What follows belongs to an exercise in optimizing a design on an open flow for small area; a production flow would make more cautious choices.
Function was checked by simulation only, so behaviour that the tests miss may differ from the original.
The clock port is modelled as an ideal driver, which makes a skipped or thinned clock tree look cheaper than it is; a real chip needs a root buffer or a tree.
Power and IR drop assume default switching activity.

==> flow/design.v <==
module alarma (
    input wire clk,
    input wire rst,
    input wire reset,
    input wire btn_activate,
    input wire smoke_detected,
    output wire buzzer,
    output wire led_alert
);
    reg alarm_active, btn_prev, smoke_prev, reset_prev;
    always @(posedge clk) begin
        if (rst) begin
            alarm_active <= 1'b0;
            btn_prev <= 1'b0;
            smoke_prev <= 1'b0;
            reset_prev <= 1'b0;
        end else begin
            if (reset && !reset_prev) alarm_active <= 1'b0;
            else if ((btn_activate && !btn_prev) || (smoke_detected && !smoke_prev)) alarm_active <= 1'b1;
            btn_prev <= btn_activate;
            smoke_prev <= smoke_detected;
            reset_prev <= reset;
        end
    end
    localparam [11:0] P  = 12'b101010101010;
    localparam [11:0] SH = 12'b110001000100;
    reg  [11:0] h;
    reg  led_blink;
    wire [11:0] s = h ^ P;
    wire isE = (~h[1] & h[2] & h[3] & h[4] & ~h[5] & ~h[6] & ~h[7] & h[8] & h[9]);
    always @(posedge clk) begin
        if (!alarm_active | isE) h <= SH;
        else h <= {s[10:0], s[11] ^ s[10]} ^ P;
        led_blink <= alarm_active & (led_blink ^ isE);
    end
    assign buzzer    = ~alarm_active;
    assign led_alert = ~(alarm_active & led_blink);
endmodule
module platform(
    input clk,
    input rst,
    input [1:0] switch_pos,
    input stop_Up,
    input stop_Down,
    output reg [3:0] step_out
);
    localparam [6:0] P  = 7'b0101010;
    localparam [6:0] SH = 7'b1100010;
    reg  [6:0] h;
    wire [6:0] s = h ^ P;
    wire isE = (h[1] & h[3] & ~h[4] & h[5] & ~h[6]);
    always @(posedge clk) begin
        if (rst | isE) h <= SH;
        else h <= {s[5:0], s[6] ^ s[5]} ^ P;
    end
    reg [2:0] step_index;
    reg [3:0] step_sequence;
    always @(*) begin
        case (step_index)
            3'd0: step_sequence = 4'b1000;
            3'd1: step_sequence = 4'b1100;
            3'd2: step_sequence = 4'b0100;
            3'd3: step_sequence = 4'b0110;
            3'd4: step_sequence = 4'b0010;
            3'd5: step_sequence = 4'b0011;
            3'd6: step_sequence = 4'b0001;
            default: step_sequence = 4'b1001;
        endcase
    end
    always @(posedge clk) begin
        if (rst) begin
            step_index <= 3'd0;
            step_out <= 4'b0000;
        end else begin
            if (isE) begin
                if (switch_pos == 2'b01 && stop_Up) step_index <= step_index + 3'd1;
                else if (switch_pos == 2'b10 && stop_Down) step_index <= step_index - 3'd1;
            end
            step_out <= step_sequence;
        end
    end
endmodule
module servo_principal(
    input clk,
    input rst,
    input presence_1,
    input presence_2,
    output reg PWM1,
    output reg PWM2
);
    reg [9:0] counter;
    wire wrap = &{counter[9],counter[8],counter[7],counter[6],counter[5],counter[2],counter[1],counter[0]};
    wire lt50  = counter < 10'd50;
    wire lt100 = counter < 10'd100;
    always @(posedge clk) begin
        if (rst | wrap) counter <= 10'd0;
        else counter <= counter + 10'd1;
    end
    localparam [16:0] P  = 17'b01010101010101010;
    localparam [16:0] SH = 17'b00010111010011111;
    reg  [16:0] h1;
    wire [16:0] s1 = h1 ^ P;
    wire z1 = ~(s1[0] | s1[1] | s1[2] | s1[3] | s1[4] | s1[5] | s1[6] | s1[7] | s1[8] | s1[9] | s1[10] | s1[12] | s1[13] | s1[14] | s1[15]);
    wire done1 = z1 & ~s1[16];
    wire fb1 = (s1[16] ^ s1[13]) & ~z1;
    always @(posedge clk) begin
        if (rst) h1 <= P;
        else if (!presence_1) h1 <= SH;
        else h1 <= {s1[15:0], fb1} ^ P;
    end
    reg  [16:0] h2;
    wire [16:0] s2 = h2 ^ P;
    wire z2 = ~(s2[0] | s2[1] | s2[2] | s2[3] | s2[4] | s2[5] | s2[6] | s2[7] | s2[8] | s2[9] | s2[10] | s2[12] | s2[13] | s2[14] | s2[15]);
    wire done2 = z2 & ~s2[16];
    wire fb2 = (s2[16] ^ s2[13]) & ~z2;
    always @(posedge clk) begin
        if (rst) h2 <= P;
        else if (!presence_2) h2 <= SH;
        else h2 <= {s2[15:0], fb2} ^ P;
    end
    always @(posedge clk) begin
        PWM1 <= ~rst & (done1 ? lt50 : lt100);
        PWM2 <= ~rst & (done2 ? lt100 : lt50);
    end
endmodule
module SmartLights(
    input  wire clk,
    input  wire rst,
    input  wire reset_n,
    input  wire pir_input_1,
    input  wire pir_input_2,
    output reg  led_output_1,
    output reg  led_output_2
);
    localparam [17:0] P  = 18'b101010101010101010;
    localparam [17:0] SH = 18'b100011000111111110;
    wire clr = rst | ~reset_n;
    reg  [17:0] h1;
    wire [17:0] s1 = h1 ^ P;
    wire z1 = ~(s1[2] | s1[3] | s1[4] | s1[5] | s1[6] | s1[7] | s1[8] | s1[9] | s1[10] | s1[11] | s1[12] | s1[13] | s1[14] | s1[15] | s1[16]);
    wire done1 = z1 & ~s1[17];
    wire fb1 = (s1[17] ^ s1[16]) & ~z1;
    wire ld1 = clr | ~pir_input_1;
    always @(posedge clk) begin
        h1 <= ld1 ? SH : ({s1[16:0], fb1} ^ P);
        led_output_1 <= ~clr & (~pir_input_1 | ~done1);
    end
    reg  [17:0] h2;
    wire [17:0] s2 = h2 ^ P;
    wire z2 = ~(s2[2] | s2[3] | s2[4] | s2[5] | s2[6] | s2[7] | s2[8] | s2[9] | s2[10] | s2[11] | s2[12] | s2[13] | s2[14] | s2[15] | s2[16]);
    wire done2 = z2 & ~s2[17];
    wire fb2 = (s2[17] ^ s2[16]) & ~z2;
    wire ld2 = clr | ~pir_input_2;
    always @(posedge clk) begin
        h2 <= ld2 ? SH : ({s2[16:0], fb2} ^ P);
        led_output_2 <= ~clr & (~pir_input_2 | ~done2);
    end
endmodule
module House
(
    input  wire       CLK_50,           
    input  wire       RST,              
    input  wire       RESET_ALARM,      
    input  wire       BTN_ACTIVATE,
    input  wire       SMOKE_SENSOR,
    input  wire [1:0] SWITCH_POS,
    input  wire       LIMIT_UP_N,       
    input  wire       LIMIT_DOWN_N,     
    input  wire       PRESENCE_S1,
    input  wire       PRESENCE_S2,
    input  wire       LIGHTS_RESET_N,   
    input  wire       PIR_INPUT_1,
    input  wire       PIR_INPUT_2,
    output wire       BUZZER_OUT,
    output wire       LED_ALERT_OUT,
    output wire [3:0] STEPPER_OUT,
    output wire       SERVO_PWM1,
    output wire       SERVO_PWM2,
    output wire       LED_LIGHT_1,
    output wire       LED_LIGHT_2
);
    alarma u_alarma (
        .clk            (CLK_50),
        .rst            (RST),
        .reset          (RESET_ALARM),
        .btn_activate   (BTN_ACTIVATE),
        .smoke_detected (SMOKE_SENSOR),
        .buzzer         (BUZZER_OUT),
        .led_alert      (LED_ALERT_OUT)
    );
    platform u_platform (
        .clk        (CLK_50),
        .rst        (RST),
        .switch_pos (SWITCH_POS),
        .stop_Up    (LIMIT_UP_N),
        .stop_Down  (LIMIT_DOWN_N),
        .step_out   (STEPPER_OUT)
    );
    servo_principal u_servos (
        .clk        (CLK_50),
        .rst        (RST),
        .presence_1 (PRESENCE_S1),
        .presence_2 (PRESENCE_S2),
        .PWM1       (SERVO_PWM1),
        .PWM2       (SERVO_PWM2)
    );
    SmartLights u_lights (
        .clk         (CLK_50),
        .rst         (RST),
        .reset_n     (LIGHTS_RESET_N),
        .pir_input_1 (PIR_INPUT_1),
        .pir_input_2 (PIR_INPUT_2),
        .led_output_1(LED_LIGHT_1),
        .led_output_2(LED_LIGHT_2)
    );
endmodule
clock: 10.0 ns
lec_check: 0
cap_margin: 20
core_margin: 2
core_utilization: 70
slew_margin: 20
standard.sh (not shown) runs the stock make flow with config.mk's settings and CLKGATE_MAP_FILE= SYNTH_SCRIPT=/design/flow/synth_recipe.tcl, a recipe that flattens the netlist after the stock synthesis.
==> flow/flow/run.sh <==
#!/bin/bash
# Own layout flow: the standard flow (standard.sh) with two changes:
#  - the port buffers are sky130_fd_sc_hd__buf_1 (every port still gets one);
#  - the clock tree is built by flow/cts_pre.tcl (the clock port drives a few clock
#    buffers, each driving one cluster of flip-flops) in place of TritonCTS, or, when
#    flow/cts_args exists, TritonCTS runs with the arguments in that file.
# All tool output goes to standard.log here (ORFS also keeps its per-step logs in orfs/logs).
set -euo pipefail
W=$(pwd)
export BUFFER_PORTS_ARGS="-buffer_cell sky130_fd_sc_hd__buf_1"
if [[ -f $W/flow/cts_args ]]; then
  export CTS_ARGS="$(cat $W/flow/cts_args)"
else
  [[ -f $W/flow/cts_env ]] && source $W/flow/cts_env
  export PRE_CTS_TCL=$W/flow/cts_pre.tcl
fi
bash standard.sh > $W/standard.log 2>&1
Other scripts of this flow, unchanged in this note and not shown: flow/flow/cts_env, flow/flow/cts_pre.tcl
Then changed:
--- a/flow/design.v
+++ b/flow/design.v
@@ -68,4 +68,8 @@
         endcase
     end
+    wire en = isE & (switch_pos[0] ? (~switch_pos[1] & stop_Up) : (switch_pos[1] & stop_Down));
+    wire dn = switch_pos[1];
+    wire c1 = en & (step_index[0] ^ dn);
+    wire c2 = c1 & (step_index[1] ^ dn);
     always @(posedge clk) begin
         if (rst) begin
@@ -73,8 +77,5 @@
             step_out <= 4'b0000;
         end else begin
-            if (isE) begin
-                if (switch_pos == 2'b01 && stop_Up) step_index <= step_index + 3'd1;
-                else if (switch_pos == 2'b10 && stop_Down) step_index <= step_index - 3'd1;
-            end
+            step_index <= step_index ^ {c2, c1, en};
             step_out <= step_sequence;
         end
@@ -89,11 +90,17 @@
     output reg PWM2
 );
-    reg [9:0] counter;
-    wire wrap = &{counter[9],counter[8],counter[7],counter[6],counter[5],counter[2],counter[1],counter[0]};
-    wire lt50  = counter < 10'd50;
-    wire lt100 = counter < 10'd100;
-    always @(posedge clk) begin
-        if (rst | wrap) counter <= 10'd0;
-        else counter <= counter + 10'd1;
+    localparam [9:0] CP  = 10'b1010101010;
+    localparam [9:0] CSH = 10'b0101110110;
+    reg  [9:0] ch;
+    wire [9:0] cs = ch ^ CP;
+    wire wrap = (~ch[0] & ch[1] & ~ch[3] & ch[4] & ~ch[5] & ch[6] & ~ch[7] & ch[8] & ~ch[9]);
+    wire at49 = (~ch[0] & ch[1] & ~ch[2] & ch[3] & ~ch[4] & ch[5] & ~ch[6] & ch[7] & ch[9]);
+    wire at99 = (ch[0] & ~ch[1] & ~ch[2] & ch[3] & ~ch[4] & ch[5] & ch[6] & ch[8] & ch[9]);
+    reg lt50, lt100;
+    always @(posedge clk) begin
+        if (rst | wrap) ch <= CSH;
+        else ch <= {cs[8:0], cs[9] ^ cs[6]} ^ CP;
+        lt50  <= rst | wrap | (lt50 & ~at49);
+        lt100 <= rst | wrap | (lt100 & ~at99);
     end
     localparam [16:0] P  = 17'b01010101010101010;
Effect: Clock skew barely changes. Power goes up by 1.2%. Utilization goes up by 1.2 points. Wire length goes down by 2.5%. Sequential cell count goes up by 2. Design area goes down by about 5%. Combinational power goes down by 11%. Setup slack gets worse by 0.041 ns. Via count goes down by 8.7%. Die area goes down by 4.9%. Global-route usage goes up by 0.10 points.
No run of this note takes its clock network from TritonCTS; it comes from the design's own scripts or RTL.

-- port drivers added, routing unchanged --
No port has a modelled driver above. Below, the same layouts with a new extraction and two added sets of constraints.
Step 1 sets driving cells, clkbuf_16 on the clock port and buf_2 on the other inputs (assumed; they add their load-dependent delay and slew).
Step 2 adds t to the input delays and takes it off the output delays; t is the mean of the earliest and latest rising clock arrival at the registers after step 1. Input paths then give back, and output paths get back, about the clock's delay inside the block.
a / b / c = no drivers / after step 1 / after step 2; a / b = the first two.
| run | t, ns | setup WS [ns] | worst hold slack (ns) | worst data-port slew with drivers (ns) |
|---|---|---|---|---|
| the first run | 0.230 | 7.006 / 7.060 / 6.829 | 0.381 / 0.381 / 0.381 | 0.03 |
| the second run | 0.232 | 6.965 / 7.012 / 6.786 | 0.377 / 0.377 / 0.377 | 0.04 |
After both steps setup and hold are still met in every run listed. For the second run, which loses most, drivers alone change the setup slack by +0.047 ns; drivers and shift together by -0.179 ns.
